Context: an optimization exercise on an open-source flow, tuned for a short achievable clock period and few clock cycles. The choices shown serve that exercise and are no tape-out recipe. Function was checked by simulation only, so behaviour that the tests miss may differ from the original. Power and IR drop assume default switching activity.

// cpu
module cpu
(
    input clk,
    input rst,
    output logic read_a,
    output logic [31:0] address_a,
    input logic resp_a,
    input logic [31:0] rdata_a,
    output logic read_b,
    output logic write_b,
    output logic [3:0] wmask_b,
    output logic [31:0] address_b,
    output logic [31:0] wdata_b,
    input logic resp_b,
    input logic [31:0] rdata_b
);
localparam int BI = 4;           
localparam int BT = 4;           
localparam int NB = 1 << BI;
localparam int BH = 13;          
assign read_a = 1'b1;
function automatic logic [31:0] ks_add(input logic [31:0] a, input logic [31:0] b, input logic cin);
    logic [31:0] g, p, gg, pp;
    g = a & b;
    p = a ^ b;
    gg = g;
    gg[0] = g[0] | (p[0] & cin);
    pp = p;
    for (int l = 0; l < 5; l++) begin
        for (int i = 31; i >= (1 << l); i--) begin
            gg[i] = gg[i] | (pp[i] & gg[i - (1 << l)]);
            pp[i] = pp[i] & pp[i - (1 << l)];
        end
    end
    ks_add = p ^ {gg[30:0], cin};
endfunction
function automatic logic lt31(input logic [31:0] a, input logic [31:0] b);
    logic [30:0] l, e;
    l = ~a[30:0] & b[30:0];
    e = ~(a[30:0] ^ b[30:0]);
    for (int k = 0; k < 5; k++) begin
        for (int i = 30; i >= (1 << k); i--) begin
            l[i] = l[i] | (e[i] & l[i - (1 << k)]);
            e[i] = e[i] & e[i - (1 << k)];
        end
    end
    lt31 = l[30];
endfunction
logic [31:0] fpc;
logic        D_v;
logic [31:0] D_ir, D_pc;
logic        D_pt, D_phit;
logic [1:0]  D_pctr;
logic [31:0] D_ptgt;
logic        D_bj;
logic [31:0] D_immbj;
logic        E_v, E_k;          
logic [31:0] E_ptgt;
logic [31:0] E_aa, E_ba;        
logic [31:0] E_ax, E_bx;        
logic [31:0] E_bn;              
logic [4:0]  E_sa;              
logic [31:0] E_ca, E_cb;        
logic [31:0] E_la, E_lb;        
logic [31:0] E_pc, E_pc4, E_tgt, E_cT, E_cF, E_jp0, E_jp1;
logic        E_phit, E_mT, E_mF, E_mJ, E_jv, E_mTt, E_mFt;
  ...
Size in the first run: roughly 2200 flip-flops, about 170 I/O pins, about 110000 um^2 of cells after synthesis.
export LEC_CHECK = 0
export ABC_CLOCK_PERIOD_IN_PS = 3000
export CAP_MARGIN = 35
export CORE_MARGIN = 2
export CORE_UTILIZATION = 40
export SETUP_SLACK_MARGIN = 5.0
export SLEW_MARGIN = 35
create_clock -name core_clock -period 8.5 [get_ports {clk}]
run.sh (not shown) runs the stock make flow with config.mk's settings and CLKGATE_MAP_FILE= SYNTH_SCRIPT=/design/flow/synth_recipe.tcl, a recipe that flattens the netlist after the stock synthesis.
Testbench counts at the start, summed over its fixed seeds: cycles 62,627.
Rerun with:
--- a/flow/design.v
+++ b/flow/design.v
@@ -541,22 +541,15 @@
         f_norm1 = fpc;
     else if (D_redir)
         f_norm1 = D_rtgt;
     else
         f_norm1 = f_pc4;
 end
 assign f_blk  = m_stl_r | f_h1 | f_h2 | stall_D | D_redir;
-logic        f_bb, f_fr;
-logic [12:0] f_lo;
-logic [31:0] f_btgt;
-assign f_bb    = (rdata_a[6:0] == 7'b1100011) & rdata_a[31];
-assign f_lo    = fpc[12:0] + {rdata_a[31], rdata_a[7], rdata_a[30:25], rdata_a[11:8], 1'b0};
-assign f_btgt  = {fpc[31:13], f_lo[12:0]};
-assign f_fr    = f_bb & ~f_pt & ~f_dup;
-assign f_norm  = f_blk ? f_norm1 : f_dup ? (D_pt ? D_ptgt : f_pc4) : f_pt ? f_tgt : f_fr ? f_btgt : f_pc4;
+assign f_norm = f_blk ? f_norm1 : f_dup ? (D_pt ? D_ptgt : f_pc4) : f_pt ? f_tgt : f_pc4;
 assign f_mis = E_mis & ~m_stl_r;
 assign f_cpc = E_jvx ? {x_sum[31:1], 1'b0} : x_cond ? E_cT : E_cF;
 always_ff @(posedge clk) begin
     if (rst)
         fpc <= 32'd0;
     else
         fpc <= f_mis ? f_cpc : f_norm;
@@ -601,18 +594,18 @@
     end
     if (!stall_D && !f_h1) begin
         D_ir   <= rdata_a;
         D_bj   <= f_jal | (f_br & rdata_a[31]);
         D_immbj <= f_jal ? {{12{rdata_a[31]}}, rdata_a[19:12], rdata_a[20], rdata_a[30:21], 1'b0}
                          : {{20{rdata_a[31]}}, rdata_a[7], rdata_a[30:25], rdata_a[11:8], 1'b0};
         D_pc   <= fpc;
-        D_pt   <= f_pt | (f_fr & ~f_h2);
+        D_pt   <= f_pt;
         D_phit <= f_hit;
         D_pctr <= bctr[f_idx];
-        D_ptgt <= f_pt ? f_tgt : f_btgt;
+        D_ptgt <= f_tgt;
     end
 end
 logic [6:0] d_op;
 logic [2:0] d_f3;
 logic [4:0] d_rd, d_rs1, d_rs2;
 logic d_lui, d_auipc, d_jal, d_jalr, d_br, d_ld, d_st, d_opi, d_opr;
 logic d_wr, d_useA, d_useB;
Effect: The changed run finished clean; via count went down by 3.4%; routed wire length fell by 3.1%; combinational power climbs by 14%; maximum frequency went up by 1.9%; non-clock buffer count rose by 3; synthesized cell count falls by 1.7%; final area goes down by 1.1%; die area went down by 0.97%.
Testbench counts after the change, summed over its fixed seeds: cycles 63,291.

[afterwards: timing with drivers on the ports]
How much do the figures lean on ideal ports? The routed layouts below were timed once more, with nothing changed but the port constraints. Step 1 sets driving cells, clkbuf_16 on the clock port and buf_2 on the other inputs (assumed; they add their load-dependent delay and slew). Step 2 also shifts input and output timing later by t, the mid clock arrival at the registers, as if the neighbouring blocks saw the same clock. Three values: ideal, step 1, step 2; two values: the first two.
run | t, ns | slack for setup (ns) | clock arrival spread, ns | worst register clock-pin slew, ns
the first run | 0.984 | 4.700 / 4.700 / 3.989 | 0.130 / 0.131 | 0.07 / 0.07
the second run | 0.987 | 4.771 / 4.771 / 4.117 | 0.084 / 0.084 | 0.07 / 0.07
After both steps every run listed still meets setup and hold. The setup slack of the first run, which loses most, moves by 0.000 ns with the drivers and by -0.711 ns with both steps.
